From an optimization exercise on the open Yosys and OpenROAD flow, aimed at small area and a short achievable clock period; shortcuts taken in it are not production practice.
In this exercise RTL edits were held to simulation tests only and were not proved equivalent to the original.

## flow/design.v (module list and top-level ports; edited modules follow where they fit)
// module test_dsp: 1269 lines
module test_dsp #(parameter width_in1=26, parameter width_in2=14, parameter width_out=40) (
    input clk_i,
    input signed [width_in1:0] a_i,
    input signed [width_in2:0] b_i,
    input signed [width_out:0] pd_pattern1,
    output signed [width_out:0] c_o,
    output reg ones_o
);
  // ...
==> flow/flow/run.sh <==
#!/bin/bash
# Standard ORFS layout, with one extra step between synthesis and floorplan:
# flow/polarity.py removes the polarity inverters that Yosys's full-adder
# extraction leaves between adder cells (full adders are self-dual), and
# swaps gates for their complement cells where that saves an inverter.
# Registers and ports are untouched.
set -euo pipefail
cd "$(dirname "$0")/.."
W=$(pwd)
R=$W/orfs/results/${FLOW_PLATFORM}/test_dsp/base
LIB=${FLOW_HOME}/platforms/${FLOW_PLATFORM}/lib/sky130_fd_sc_hd__tt_025C_1v80.lib
# port buffers: a real buffer cell (buffer_ports otherwise picks a delay cell)
export BUFFER_PORTS_ARGS="-buffer_cell sky130_fd_sc_hd__buf_2"
bash standard.sh synth > "$W/run_synth.log" 2>&1
cp "$R/1_2_yosys.v" "$W/1_2_yosys.standard.v"
python3 flow/polarity.py "$LIB" "$W/1_2_yosys.standard.v" "$R/1_2_yosys.v" > "$W/run_polarity.log" 2>&1
rm -f "$R/1_synth.odb" "$R/1_synth.sdc"
bash standard.sh finish > "$W/run_layout.log" 2>&1
==> flow/flow/polarity.py <==
#!/usr/bin/env python3
"""Remove polarity inverters from a Yosys gate netlist (sky130hd).

Yosys's extract_fa leaves many inverters between full-adder cells.  A full
adder is self-dual, FA(~a, ~b, ~c) = (~sum, ~carry), so each fa cell may
work on inverted signals; a gate with a complement cell (and2/nand2,
a21o/a21oi, ...) may produce its output inverted.  This pass chooses those
polarities to minimise cell area (the inverters still needed plus the
complement swaps), then rewires the netlist with one shared inverter per
signal whose other polarity is still needed.  Registers, ports and every
other cell keep their function; only combinational cells change.

usage: polarity.py LIB in.v out.v
"""
import random
import re
import sys

lib, fin, fout = sys.argv[1:4]
src = open(fin).read()
libt = open(lib).read()

# --- library: area and pins per cell --------------------------------------
AREA = {}
PINS = {}
for m in re.finditer(r'cell \("sky130_fd_sc_hd__(\w+)"\)\s*\{', libt):
    name = m.group(1)
    nxt = libt.find('cell ("sky130_fd_sc_hd__', m.end())
    body = libt[m.end():nxt if nxt > 0 else len(libt)]
    a = re.search(r'\barea\s*:\s*([\d.]+)', body)
    AREA[name] = float(a.group(1)) if a else 0.0
    ins, outs = set(), set()
    for pm in re.finditer(r'pin \("(\w+)"\)\s*\{(.{0,400})', body, re.S):
        d = re.search(r'direction\s*:\s*"?(\w+)', pm.group(2))
        if d:
            (ins if d.group(1) == 'input' else outs).add(pm.group(1))
    PINS[name] = (ins, outs)

PAIRS = [('and2', 'nand2'), ('and3', 'nand3'), ('and4', 'nand4'), ('or2', 'nor2'),
         ('or3', 'nor3'), ('or4', 'nor4'), ('xor2', 'xnor2'), ('xor3', 'xnor3'),
         ('a21o', 'a21oi'), ('a22o', 'a22oi'), ('a211o', 'a211oi'), ('a31o', 'a31oi'),
         ('a32o', 'a32oi'), ('a221o', 'a221oi'), ('a2111o', 'a2111oi'), ('a311o', 'a311oi'),
         ('a41o', 'a41oi'), ('o21a', 'o21ai'), ('o22a', 'o22ai'), ('o211a', 'o211ai'),
         ('o31a', 'o31ai'), ('o32a', 'o32ai'), ('o221a', 'o221ai'), ('o311a', 'o311ai'),
         ('o2111a', 'o2111ai'), ('o41a', 'o41ai'), ('a21bo', 'a21boi'), ('o21ba', 'o21bai'),
         ('and2b', 'nand2b'), ('or2b', 'nor2b'), ('and3b', 'nand3b'), ('or3b', 'nor3b'),
         ('and4b', 'nand4b'), ('or4b', 'nor4b'), ('and4bb', 'nand4bb'), ('or4bb', 'nor4bb'),
         ('mux2', 'mux2i')]
COMP = {}
for a, b in PAIRS:
    COMP[a] = b
    COMP[b] = a


def complement(short):
    m = re.fullmatch(r'(\w+?)_(\d+)', short)
    if not m or m.group(1) not in COMP:
        return None
    base, drive = COMP[m.group(1)], int(m.group(2))
    drives = sorted(int(re.fullmatch(r'.*_(\d+)', n).group(1)) for n in AREA
                    if re.fullmatch(re.escape(base) + r'_\d+', n))
    cand = [d for d in drives if d >= drive] or drives
    if not cand:
        return None
    c = f'{base}_{cand[0]}'
    if c not in PINS or short not in PINS:
        return None
    if PINS[c][0] != PINS[short][0] or len(PINS[c][1]) != 1 or len(PINS[short][1]) != 1:
        return None
    return c


INV_AREA = AREA['inv_1']

# --- netlist ---------------------------------------------------------------
cell_re = re.compile(r'^  (sky130_fd_sc_hd__(\w+)) (\S+)\s+\((.*?)\n  \);\n', re.S | re.M)
pin_re = re.compile(r'\.(\w+)\(([^()]*)\)')

cells = []
for m in cell_re.finditer(src):
    short = m.group(2)
    pins = pin_re.findall(m.group(4))
    cells.append({'short': short, 'name': m.group(3), 'pins': pins, 'span': m.span()})

hdr = re.search(r'module\s+\w+\s*\((.*?)\);', src, re.S)
ports = set(x.strip() for x in hdr.group(1).split(','))
if re.search(r'^\s*assign\s', src, re.M):
    open(fout, 'w').write(src)
    print('assign statements present; netlist left unchanged')
    sys.exit(0)


def key(n):
    return n.strip()


def is_port_net(k):
    return k.lstrip('\\').split('[')[0].strip() in ports


def outpins(c):
    return PINS.get(c['short'], (set(), {'X', 'Y', 'Q', 'SUM', 'COUT', 'HI', 'LO'}))[1]


driver = {}
for i, c in enumerate(cells):
    for p, n in c['pins']:
        if p in outpins(c):
            driver[key(n)] = i

removable = []
for c in cells:
    ok = False
    if re.fullmatch(r'inv_\d+', c['short']):
        ok = not is_port_net(key(dict(c['pins'])['Y']))
    removable.append(ok)


def root(k):
    par = 0
    while k in driver and removable[driver[k]]:
        k = key(dict(cells[driver[k]]['pins'])['A'])
        par ^= 1
    return k, par


kind = []
comp = []
for i, c in enumerate(cells):
    if removable[i]:
        kind.append(None)
        comp.append(None)
    elif re.fullmatch(r'fa_\d+', c['short']):
        kind.append('fa')
        comp.append(None)
    else:
        cc = complement(c['short'])
        kind.append('comp' if cc else None)
        comp.append(cc)

cons = []
for i, c in enumerate(cells):
    if removable[i]:
        continue
    for j, (p, n) in enumerate(c['pins']):
        if p in outpins(c):
            continue
        r, q = root(key(n))
        cons.append((i, j, r, q))
by_root = {}
for ci, (i, j, r, q) in enumerate(cons):
    by_root.setdefault(r, []).append(ci)
port_roots = {k for k in driver if is_port_net(k)}

flip = [0] * len(cells)


def drv_pol(r):
    d = driver.get(r)
    if d is None or kind[d] is None:
        return 0
    return flip[d]


def need(ci):
    i, j, r, q = cons[ci]
    return q ^ (flip[i] if kind[i] == 'fa' else 0)


def cost_root(r):
    d = drv_pol(r)
    if r in port_roots and d:
        return 1e6
    for ci in by_root.get(r, []):
        if need(ci) != d:
            return INV_AREA
    return 0.0


def cell_cost(i):
    if kind[i] == 'comp' and flip[i]:
        return AREA[comp[i]] - AREA[cells[i]['short']]
    return 0.0


touch = {}
for i, c in enumerate(cells):
    if kind[i] is None:
        continue
    rs = set()
    for p, n in c['pins']:
        k = key(n)
        if p in outpins(c):
            rs.add(k)
        elif kind[i] == 'fa':
            rs.add(root(k)[0])
    touch[i] = rs


def total():
    return sum(cost_root(r) for r in set(by_root) | port_roots) + sum(cell_cost(i) for i in touch)


def delta(i):
    rs = touch[i]
    c0 = sum(cost_root(r) for r in rs) + cell_cost(i)
    flip[i] ^= 1
    c1 = sum(cost_root(r) for r in rs) + cell_cost(i)
    flip[i] ^= 1
    return c1 - c0


before = total()
rng = random.Random(1)
ids = list(touch)
best_flip = list(flip)
cur = best = before
steps = 60 * len(ids) + 1
for step in range(steps):
    T = max(0.05, 4.0 * (1 - step / steps))
    i = ids[rng.randrange(len(ids))]
    d = delta(i)
    if d <= 0 or rng.random() < pow(2.718281828, -d / T):
        flip[i] ^= 1
        cur += d
        if cur < best - 1e-9:
            best = cur
            best_flip = list(flip)
flip[:] = best_flip
changed = True
while changed:
    changed = False
    for i in ids:
        if delta(i) < -1e-9:
            flip[i] ^= 1
            changed = True
after = total()

# --- rewrite ---------------------------------------------------------------
orig_text = {}
for c in cells:
    for p, n in c['pins']:
        orig_text.setdefault(key(n), n)
newinv = {}
extra_wires, extra_cells = [], []


def net_for(r, want):
    if want == drv_pol(r):
        return orig_text.get(r, r)
    if r not in newinv:
        k = len(newinv)
        nn = f'polinv_{k}'
        newinv[r] = nn
        extra_wires.append(f'  wire {nn};\n')
        extra_cells.append(f'  sky130_fd_sc_hd__inv_1 polinv_cell_{k} (\n'
                           f'    .A({orig_text.get(r, r)}),\n    .Y({nn})\n  );\n')
    return newinv[r]


newpins = {}
for ci, (i, j, r, q) in enumerate(cons):
    newpins[(i, j)] = net_for(r, need(ci))

# size each new inverter by its fanout
fan = {}
for nn in newpins.values():
    fan[nn] = fan.get(nn, 0) + 1
for k, r in enumerate(list(newinv)):
    nn = newinv[r]
    f = fan.get(nn, 0)
    size = 1 if f <= 3 else 2 if f <= 6 else 4 if f <= 12 else 8
    extra_cells[k] = extra_cells[k].replace('sky130_fd_sc_hd__inv_1 ', f'sky130_fd_sc_hd__inv_{size} ', 1)

out = []
pos = 0
nswap = 0
for i, c in enumerate(cells):
    s, e = c['span']
    out.append(src[pos:s])
    pos = e
    if removable[i]:
        continue
    short = c['short']
    pins = c['pins']
    if kind[i] == 'comp' and flip[i]:
        nswap += 1
        newshort = comp[i]
        op_old = next(iter(PINS[short][1]))
        op_new = next(iter(PINS[newshort][1]))
        pins = [(op_new if p == op_old else p, n) for p, n in pins]
        short = newshort
    pl = [f'    .{p}({newpins.get((i, j), n)})' for j, (p, n) in enumerate(pins)]
    out.append(f'  sky130_fd_sc_hd__{short} {c["name"]} (\n' + ',\n'.join(pl) + '\n  );\n')
tail = src[pos:]
idx = tail.rfind('endmodule')
out.append(tail[:idx])
out.extend(extra_cells)
out.append(tail[idx:])
text = ''.join(out)
m = re.search(r'\n  wire ', text)
text = text[:m.start() + 1] + ''.join(extra_wires) + text[m.start() + 1:]
open(fout, 'w').write(text)
print(f'inverters removed {sum(removable)}, added {len(newinv)}; complement swaps {nswap}; '
      f'fa flipped {sum(flip[i] for i in ids if kind[i] == "fa")}; '
      f'area cost {before:.1f} -> {after:.1f} (relative)')
==> flow/standard.sh <==
#!/bin/bash
# synth_recipe.tcl (not shown) runs the flow's synth.tcl, then flattens the netlist and writes it again
# the make line also repeats each setting of config.mk as NAME=value (left out here)
make -C /OpenROAD-flow-scripts/flow DESIGN_CONFIG=/design/flow/config.mk WORK_HOME=/design/flow/orfs CLKGATE_MAP_FILE= SYNTH_SCRIPT=/design/flow/synth_recipe.tcl "${@:-finish}"
==> flow/config.mk <==
export PLATFORM = sky130hd
export DESIGN_NAME = test_dsp
export DESIGN_NICKNAME = test_dsp
export VERILOG_FILES = /design/flow/design.v
export SDC_FILE = /design/flow/constraint.sdc
export NUM_CORES = 4
export LEC_CHECK = 0
export ABC_AREA = 1
export CAP_MARGIN = 20
export CORE_MARGIN = 2
export CORE_UTILIZATION = 60
export SETUP_SLACK_MARGIN = 3.3
export SLEW_MARGIN = 20
==> flow/constraint.sdc <==
create_clock -name core_clock -period 6.5 [get_ports {clk_i}]
set_input_delay 1.3000 -clock core_clock [delete_from_list [all_inputs] [get_ports {clk_i}]]
set_output_delay 1.3000 -clock core_clock [all_outputs]
set_load 0.01 [all_outputs]
==> metrics.yaml, run 1 <==
seq_area_sq_mm: 0.00470
htree_levels: 1
final_cells: 2052
die_w_um: 168
grt_use_met2: 0.517
path_buf_inv: 2
fin_crit_sh: 0.487
overflow: 0
syn_nets: 1917
grt.total_usage: 0.327
grt_pass1_vias: 11900
syn-cell-area_sq_mm: 0.0162
crit_arrival_ps: 3590
reg_top3: "pat_r: 41 flops, prod_r: 41 flops"
clock_latency_ps: 550
rsz0062_at_grt: "true"
rows: 60
drc_errors: 0
holdCritStartpoint: "eq_r"
cts_sinks: 235
cp_max_fo: 20
cpMostUsedCell: "fa_1"
drt_iter0_drc: 1149
wl_met2_um: 20900
cts_root_buf: "clkbuf_16"
place_area_sq_mm: 0.0170
status: "complete, no violations"
num-nonclk-inverters: 211
critPathCaptureType: "flop"
grt_antenna_before_repair: 2
==> run 2, diff against run 1 <==
--- a/flow/design.v
+++ b/flow/design.v
@@ -155,17 +155,17 @@
 reg r1_c38_2;
 reg r1_c38_3;
 reg r1_c39_1;
 reg r1_c39_2;
 reg r1_c40_0;
 reg r1_c40_1;
 reg [40:0] pat_r;
 reg [40:0] prod_r;
-reg eq_r;
+reg [5:0] eqp_r;
 wire bo0 = b_i[0] ^ 1'b0;
 wire bt0 = (b_i[1] & ~b_i[0] & ~1'b0) | (~b_i[1] & b_i[0] & 1'b0);
 wire bn0 = b_i[1];
 wire pp0_0 = ((bo0 & a_i[0])) ^ bn0;
 wire pp0_1 = ((bo0 & a_i[1]) | (bt0 & a_i[0])) ^ bn0;
 wire pp0_2 = ((bo0 & a_i[2]) | (bt0 & a_i[1])) ^ bn0;
 wire pp0_3 = ((bo0 & a_i[3]) | (bt0 & a_i[2])) ^ bn0;
 wire pp0_4 = ((bo0 & a_i[4]) | (bt0 & a_i[3])) ^ bn0;
@@ -1103,17 +1103,24 @@
 wire sm_35 = ad_p0_35 ^ ad_g6_34;
 wire sm_36 = ad_p0_36 ^ ad_g6_35;
 wire sm_37 = ad_p0_37 ^ ad_g6_36;
 wire sm_38 = ad_p0_38 ^ ad_g6_37;
 wire sm_39 = ad_p0_39 ^ ad_g6_38;
 wire sm_40 = ad_p0_40 ^ ad_g6_39;
 wire [40:0] prod_d = {sm_40, sm_39, sm_38, sm_37, sm_36, sm_35, sm_34, sm_33, sm_32, sm_31, sm_30, sm_29, sm_28, sm_27, sm_26, sm_25, sm_24, sm_23, sm_22, sm_21, sm_20, sm_19, sm_18, sm_17, sm_16, sm_15, sm_14, sm_13, sm_12, sm_11, sm_10, sm_9, sm_8, sm_7, sm_6, sm_5, sm_4, sm_3, sm_2, sm_1, sm_0};
 wire [40:0] kc = {(cs_s[39:0] & cs_c[39:0]) | ((cs_s[39:0] | cs_c[39:0]) & ~pat_r[39:0]), 1'b0};
-wire eq_d = ~|(cs_s ^ cs_c ^ pat_r ^ kc);
+wire [40:0] eqz = cs_s ^ cs_c ^ pat_r ^ kc;
+wire [5:0] eqp_d;
+assign eqp_d[0] = ~|eqz[6:0];
+assign eqp_d[1] = ~|eqz[13:7];
+assign eqp_d[2] = ~|eqz[19:14];
+assign eqp_d[3] = ~|eqz[26:20];
+assign eqp_d[4] = ~|eqz[33:27];
+assign eqp_d[5] = ~|eqz[40:34];
 always @(posedge clk_i) begin
     r1_c0_0 <= bn0;
     r1_c0_1 <= pp0_0;
     r1_c1_0 <= pp0_1;
     r1_c2_0 <= bn1;
     r1_c2_1 <= pp0_2;
     r1_c2_2 <= pp1_0;
     r1_c3_0 <= pp0_3;
@@ -1258,13 +1265,13 @@
     r1_c38_2 <= pp6_26;
     r1_c38_3 <= pp7_24;
     r1_c39_1 <= pp6_27;
     r1_c39_2 <= pp7_25;
     r1_c40_0 <= sn6;
     r1_c40_1 <= pp7_26;
     pat_r <= pd_pattern1;
     prod_r <= prod_d;
-    eq_r <= eq_d;
-    ones_o <= eq_r;
+    eqp_r <= eqp_d;
+    ones_o <= &eqp_r;
 end
 assign c_o = prod_r;
 endmodule
==> metrics.yaml, run 2 <==
slowest_stage: "fa_2"
synth_cells: 1547
grt_antenna_before_repair: 0  # -2
finalClockSkew_ps: 17.6
routed_via_density: 5.68
place.port_buffers: 125
slew_headroom: 0.653
drt_iter0_drc: 791  # -31%
grt_pass1_wl_um: 63900
syn_to_final_growth_pct: 16.7
hold_class: "flop to flop"
path_cells: "fa_1 > fa_2 > ha_4 > nand2_2 > inv_1 > nand2_2 > nand2_4 > a21oi_4 > nand2_4 > nand2_4 > nand2_4 > fa_2 > xor2_1"
critical-path-max-stage-delay_ps: 610
multiInputGateArea_sq_mm: 0.0107
place_area_sq_mm: 0.0169  # -0.25%
postRouteAntennaNets: 0
final_cell_mix: "238 x dfxtp_1, 221 x xor2_1, 188 x fa_1"
final_nets: 1998
worstSetupPathType: "flop to flop"
clock_latency_ps: 550  # about the same
overflow: 0  # unchanged
final_cell_area_sq_mm: 0.0186
syn_nets: 1896  # -1.1%
finalCriticalPeriod_ps: 3120
clk_pin_slew_worst_paths_ps: 70
layout-drive-gt1-share: 0.239
grt_max_degree: 34
fmax_mhz: 321
synth.avg_cell_area_sq_um: 10.3
cp.depth: 13
drc_errors: 0  # unchanged
wl_um: 40000
tns_ps: 0
cpMostUsedCell: "nand2_4"
start_util: 0.611
status: "complete, no violations"
path_buf_inv: 1  # -1
htree_levels: 1  # unchanged
fillers: 1917
grt_pass1_vias: 11600  # -2.3%
cts_tree: "done"
fin_crit_sh: 0.480  # -0.00675
hold_violations: 0
layout_commonest_cell: "dfxtp_1"
die_w_um: 167  # -0.90%
core-area_sq_mm: 0.0261
cts_root_buf: "clkbuf_16"
hold_path_depth: 2
r2r_cells: 13
setup_viol: 0
crit_path_start_kind: "flop"
ios: 126
max_cap_viol_count: 0
rsz0062_at_grt: "true"
seq_area_sq_mm: 0.00481  # +2.2%
holdCritStartpoint: "eqp_r[1]"
dieArea_sq_mm: 0.0278
numCtsBuffers: 28
first_pass_iters: 5
cts_sinks: 240  # +2.1%
via_count: 11400
syn-cell-area_sq_mm: 0.0159  # -1.8%
slew_viol_final: 0
grt.total_usage: 0.290  # -0.0379
yosysWarnings: 1
crit_arrival_ps: 3560  # -30 ps
finalWeightedCongestion: 0.819
cts_hold_buf: 0
cts_buffer_depth: 3
critPathCaptureType: "flop"
rows: 59  # -1.7%
crit_required_ps: 6940
reg_top3: "pat_r: 41 flops, prod_r: 41 flops, eqp_r: 6 flops"
place_hpwl_um: 27000
critPathLaunch: "r1_c11_0"
drt-wirelength-per-cell_um: 20.0
r2r_start: "r1_c11_0"
diodes: 0
cp_top_family: "adder cells"
cp_max_fo: 3  # -85%
fp.dieH_um: 167
tightest_slew_ps: 519
==> run 2: cell type report <==
type | count | share of cell area
clock inverter | 7 | 0.00337
multi-input combinational | 1031 | 0.574
inverter | 201 | 0.0460
sequential | 240 | 0.259
timing repair buffer | 147 | 0.0488
tap | 335 | 0.0226
clock buffer | 45 | 0.0466
==> run 2: per-stage QoR <==
| step | utilization | hold slack (ps) | instances | setup slack, ps |
|---|---|---|---|---|
| after floorplan | - | 400 | 1547 | 3210 |
| after global placement | 0.650 | 445 | 1929 | 2090 |
| after detailed placement | 0.650 | 435 | 1929 | 1990 |
| after CTS | 0.699 | 445 | 1995 | 3280 |
| after global routing | 0.713 | 463 | 2006 | 3270 |
| final | 0.713 | 455 | 2006 | 3380 |
==> run 2: worst paths after layout <==
check,slack (ps),endpoint
setup / recovery,3380,prod_r[33]
hold / removal,450,ones_o
setup reg to reg,3380,prod_r[33]
hold reg to reg,450,ones_o
==> run 2: timing repair <==
action                                  CTS  global route
endpoints found under the setup margin  113            66
pin swaps                                19            19
buffers inserted                          9             9
cloned                                    5             2
gates resized for setup                  37            56
==> run 2: per-layer routing <==
layer | vias up | track usage | wire [um]
li1 | 5220 | - | -
met1 | 5699 | 0.405 | 17100
met2 | 414 | 0.474 | 19300
met3 | 67 | 0.0411 | 2520
met4 | 0 | 0.0821 | 1120
met5 | - | 0 | 0
==> run 2: worst register-to-register path, cell delays in order (launching register included) <==
cell and delay (ps):
dfxtp_2 330, fa_1 510, fa_2 610, ha_4 230
nand2_2 110, inv_1 80, nand2_2 90, nand2_4 80
a21oi_4 150, nand2_4 110, nand2_4 80, nand2_4 80
fa_2 390, xor2_1 160
==> run 3, diff against run 2 <==
--- a/flow/config.mk
+++ b/flow/config.mk
@@ -11,2 +11,4 @@
 export CORE_UTILIZATION = 60
+export CTS_CLUSTER_DIAMETER = 80
+export CTS_CLUSTER_SIZE = 20
 export SETUP_SLACK_MARGIN = 3.3
==> metrics.yaml, run 3 <==
clk_pin_slew_worst_paths_ps: 90  # +20 ps
holdCritStartpoint: "eqp_r[1]"
status: "complete, no violations"
syn-cell-area_sq_mm: 0.0159  # unchanged
drt_iter0_drc: 974  # +23%
drc_errors: 0  # unchanged
syn_nets: 1896  # unchanged
clock_latency_ps: 510  # -40 ps
hold_end: "ones_o"
critical-path-max-stage-delay_ps: 540  # -70 ps
hold_class: "flop to flop"
place.port_buffers: 125  # unchanged
overflow: 0  # unchanged
cts_root_buf: "clkbuf_16"
finalWeightedCongestion: 0.819  # unchanged
core-area_sq_mm: 0.0261  # unchanged
crit_required_ps: 6890  # -50 ps
worstSetupPathType: "primary input to flop"
place_hpwl_um: 27000  # unchanged
grt_max_degree: 34  # unchanged
yosysWarnings: 1  # unchanged
synth_cells: 1547  # unchanged
slew_viol_final: 0  # unchanged
finalClockSkew_ps: 22.0  # +4.37 ps
tns_ps: 0  # unchanged
syn_to_final_growth_pct: 14.5
die_w_um: 167  # unchanged
tightest_slew_ps: 518  # -1.19 ps
grt_pass1_wl_um: 63000  # -1.4%
cts_tree: "done"
max_cap_viol_count: 0  # unchanged
fmax_mhz: 314  # -2.0%
numCtsBuffers: 16  # -43%
critPathCaptureType: "flop"
htree_levels: 1  # unchanged
fin_crit_sh: 0.489  # +0.00956
grt_antenna_before_repair: 0  # unchanged
path_cells: "buf_12 > nand2_1 > inv_1 > nor2_2 > inv_4 > o22ai_1 > xor2_1 > fa_1 > inv_1 > fa_1"
hold_violations: 0  # unchanged
dieArea_sq_mm: 0.0278  # unchanged
cts_buffer_depth: 3  # unchanged
cp_max_fo: 33  # +30
path_buf_inv: 4  # +3
reg2reg_slack_ps: 3400  # +20 ps
crit_path_start_kind: "primary input"
r2r_end: "prod_r[33]"
r2r_start: "r1_c21_0"
postRouteAntennaNets: 0  # unchanged
ios: 126  # unchanged
crit_arrival_ps: 3570  # about the same
layout_commonest_cell: "dfxtp_1"
finalCriticalPeriod_ps: 3180  # +62.1 ps
fp.dieH_um: 167  # unchanged
layout-drive-gt1-share: 0.226  # -0.0131
multiInputGateArea_sq_mm: 0.0106  # -0.50%
cts_hold_buf: 0  # unchanged
wl_um: 39800  # -0.62%
synth.avg_cell_area_sq_um: 10.3  # unchanged
seq_area_sq_mm: 0.00481  # about the same
fillers: 1968  # +2.7%
rows: 59  # unchanged
reg_top3: "pat_r: 41 flops, prod_r: 41 flops, eqp_r: 6 flops"
cts_sinks: 240  # unchanged
rsz0062_at_grt: "true"
diodes: 0  # unchanged
final_util: 0.699  # -0.0137
routed_via_density: 5.69  # +0.18%
cp_top_family: "adder cells"
via_count: 11300  # -0.96%
drt-wirelength-per-cell_um: 20.1  # +0.53%
final_nets: 1994  # -0.20%
grt.total_usage: 0.286  # -0.00400
first_pass_iters: 5  # unchanged
hold_path_depth: 2  # unchanged
slowest_stage: "fa_1"
slew_headroom: 0.654  # +0.000798
grt_pass1_vias: 11400  # -1.6%
final_cell_mix: "239 x dfxtp_1, 221 x xor2_1, 193 x fa_1"
start_util: 0.611  # unchanged
setup_viol: 0  # unchanged
r2r_cells: 11  # -2
run 3: timing repair:
action | CTS | global route
endpoints found under the hold margin | 0 | 0
buffers inserted | 12 | 13
pin swaps | 21 | 17
gates resized for setup | 40 | 40
gates cloned | 5 | 3
setup endpoints to repair | 116 | 70
run 3: layout make-up:
class                           instances  share of cell area
Sequential cell                       240               0.264
Multi-Input combinational cell       1030               0.582
Clock buffer                           17              0.0233
Tap cell                              335              0.0230
Timing Repair inverter                  1            0.000481
Timing Repair Buffer                  155              0.0549
Inverter                              201              0.0481
Clock inverter                          4             0.00419
run 3: worst max-delay path by stage:
stage,start,end,depth (start not counted)
2_1_floorplan,b_i[1],r1_c19_3,10
3_3_place_gp,b_i[7],r1_c24_3,7
3_5_place_dp,b_i[7],r1_c23_3,7
4_1_cts,b_i[5],r1_c21_3,8
5_1_grt,b_i[9],r1_c14_3,9
6_report,b_i[7],r1_c30_3,10
run 3: metal layers:
| metal | GRT usage | routed length [um] |
|---|---|---|
| met2 | 0.471 | 18800 |
| met4 | 0.0671 | 1060 |
| met5 | 0 | 0 |
| met1 | 0.406 | 17200 |
| met3 | 0.0356 | 2720 |
run 3: worst register-to-register path: stages (launching register included):
cell     delay [ps]
dfxtp_1         320
fa_1            500
fa_2            610
ha_4            230
nand2_1          70
nand2_1         110
a21oi_2         220
nand2_4         120
a21oi_4         180
nand2_4          90
fa_2            390
xor2_1          160
run 3: per-stage QoR:
step / setup slack, ps / hold WS, ps / instances / instance area [sq um]
CTS: 3310 / 442 / 1967 / 17800
finish: 3320 / 456 / 1983 / 18200
global route: 3250 / 457 / 1983 / 18200
global placement: 2090 / 445 / 1929 / 16900
floorplan: 3210 / 400 / 1547 / 16400
detailed placement: 1990 / 435 / 1929 / 16900
==> run 4, diff against run 3 <==
--- a/flow/config.mk
+++ b/flow/config.mk
@@ -11,5 +11,3 @@
 export CORE_UTILIZATION = 60
-export CTS_CLUSTER_DIAMETER = 80
-export CTS_CLUSTER_SIZE = 20
-export SETUP_SLACK_MARGIN = 3.3
+export SETUP_SLACK_MARGIN = 3.4
 export SLEW_MARGIN = 20
==> metrics.yaml, run 4 <==
grt.total_usage: 0.301  # +0.0150
hold_path_depth: 2  # unchanged
syn-cell-area_sq_mm: 0.0159  # unchanged
path_cells: "fa_1 > fa_2 > ha_4 > nand2_2 > inv_1 > a21oi_2 > nand2_2 > nand2_4 > nand2_8 > nand2_4 > nand2_4 > fa_2 > xor2_1"
cts_buffer_depth: 3  # unchanged
drc_errors: 0  # unchanged
hold_violations: 0  # unchanged
syn_to_final_growth_pct: 19.3
cts_root_buf: "clkbuf_16"
slowest_stage: "fa_2"
dieArea_sq_mm: 0.0278  # unchanged
fmax_mhz: 325  # +3.3%
overflow: 0  # unchanged
first_pass_iters: 7  # +2
core-area_sq_mm: 0.0261  # unchanged
clk_pin_slew_worst_paths_ps: 60  # -30 ps
clock_latency_ps: 550  # +40 ps
ios: 126  # unchanged
place_area_sq_mm: 0.0170  # +0.15%
fp.dieH_um: 167  # unchanged
max_cap_viol_count: 0  # unchanged
hold_end: "ones_o"
cts_hold_buf: 0  # unchanged
worstSetupPathType: "flop to flop"
hold_class: "flop to flop"
finalCriticalPeriod_ps: 3080  # -101 ps
grt_antenna_before_repair: 1  # +1
synth_cells: 1547  # unchanged
reg2reg_slack_ps: 3420  # +20 ps
grt_pass1_vias: 11900  # +4.5%
rows: 59  # unchanged
tightest_slew_ps: 1020  # +500 ps
r2r_start: "r1_c7_2"
drt-wirelength-per-cell_um: 20.6  # +2.5%
r2r_end: "prod_r[33]"
start_util: 0.611  # unchanged
drt_iter0_drc: 1133  # +16%
cp_max_fo: 6  # -82%
routed_via_density: 5.72  # +0.42%
finalWeightedCongestion: 0.830  # +1.3%
r2r_cells: 13  # +2
numCtsBuffers: 28  # +12
cts_tree: "done"
crit_arrival_ps: 3510  # -60 ps
fillers: 1965  # -0.15%
slew_headroom: 0.322  # -0.332
place_hpwl_um: 27300  # +1.2%
htree_levels: 1  # unchanged
via_count: 11600  # +2.9%
setup_viol: 0  # unchanged
crit_path_start_kind: "flop"
final_cell_area_sq_mm: 0.0190  # +4.2%
grt_pass1_wl_um: 65600  # +4.1%
holdCritStartpoint: "eqp_r[1]"
yosysWarnings: 1  # unchanged
layout_commonest_cell: "dfxtp_1"
rsz0062_at_grt: "true"
syn_nets: 1896  # unchanged
fin_crit_sh: 0.474  # -0.0155
diodes: 0  # unchanged
postRouteAntennaNets: 0  # unchanged
critPathCaptureType: "flop"
cts_sinks: 240  # unchanged
slew_viol_final: 0  # unchanged
status: "complete, no violations"
die_w_um: 167  # unchanged
cpMostUsedCell: "nand2_4"
place.port_buffers: 125  # unchanged
critical-path-max-stage-delay_ps: 620  # +80 ps
grt_max_degree: 34  # unchanged
synth.avg_cell_area_sq_um: 10.3  # unchanged
finalClockSkew_ps: 12.1  # -9.90 ps
crit_required_ps: 6930  # +40 ps
tns_ps: 0  # unchanged
final_nets: 2026  # +1.6%
final_cell_mix: "237 x dfxtp_1, 219 x xor2_1, 182 x fa_1"
wl_um: 41800  # +5.0%
layout-drive-gt1-share: 0.268  # +0.0426
final_util: 0.728  # +0.0290
reg_top3: "pat_r: 41 flops, prod_r: 41 flops, eqp_r: 6 flops"
run 4: through the flow:
stage,hold WS (ps),setup WS [ps],instances
global placement,447,2060,1929
global route,486,3330,2031
detailed placement,434,1970,1929
floorplan,400,3210,1547
CTS,443,3390,2015
finish,445,3420,2031
run 4: worst max-delay path: cells and delay by family (launching register included):
kind | cells | cell delay, ps
AND/OR/NAND/NOR | 6 | 590
XOR/XNOR | 1 | 160
adder cells (fa/ha/maj) | 4 | 1700
AO/OA/AOI/OAI | 1 | 120
buffers and inverters | 1 | 50
flip-flops | 1 | 320
run 4: routing by layer:
layer / wire length [um] / track usage / vias to the layer above
met5: 13 / 0 / -
met4: 1190 / 0.0926 / 2
met3: 3360 / 0.0580 / 99
met2: 19700 / 0.482 / 517
met1: 17500 / 0.416 / 5720
li1: - / - / 5274
run 4: worst max path at each step:
stage	startpoint	endpoint	slack, ps	cells past startpoint
after floorplan	b_i[1]	r1_c19_3	3210	10
after global placement	b_i[7]	r1_c30_3	2060	7
after detailed placement	b_i[7]	r1_c24_3	1970	7
after CTS	b_i[5]	r1_c24_3	3390	8
after global routing	r1_c7_2	prod_r[33]	3330	13
final	r1_c7_2	prod_r[33]	3420	13
run 4: final cells by class:
class / instances / area, sq um / area share
tap: 335 / 419 / 0.0221
timing repair inverter: 2 / 17.5 / 0.000923
clock buffer: 42 / 855 / 0.0450
inverter: 201 / 881 / 0.0464
multi-input combinational: 1031 / 10800 / 0.570
clock inverter: 7 / 41.3 / 0.00218
sequential: 240 / 4810 / 0.253
timing repair buffer: 173 / 1130 / 0.0596
run 4: what timing repair did:
action                                  in CTS  in global routing
pin swaps                                   36                 37
gates cloned                                 8                  1
resized for setup                           68                 65
buffers inserted                            29                 15
endpoints found under the setup margin     123                 61

separate check: timing with driven ports:
How much do the figures lean on ideal ports? The routed layouts below were timed once more, with nothing changed but the port constraints. Step 1, drivers: a clkbuf_16 drives clk_i and a buf_2 each remaining input, both assumed. Step 2 also shifts input and output timing later by t, the mid clock arrival at the registers, as if the neighbouring blocks saw the same clock. a / b / c = ideal ports / drivers / drivers and shift; a / b = the first two.
run | shift t [ns] | setup slack, ns | hold slack, ns | worst setup path at the end
run 1 | 0.595 | 3.337 / 3.336 / 2.741 | 0.330 / 0.330 / 0.330 | input to register
run 2 | 0.597 | 3.381 / 3.353 / 2.756 | 0.455 / 0.455 / 0.455 | input to register
run 3 | 0.548 | 3.319 / 3.281 / 2.733 | 0.456 / 0.456 / 0.456 | input to register
run 4 | 0.593 | 3.420 / 3.388 / 2.795 | 0.445 / 0.445 / 0.445 | input to register
After both steps every run listed still meets setup and hold.
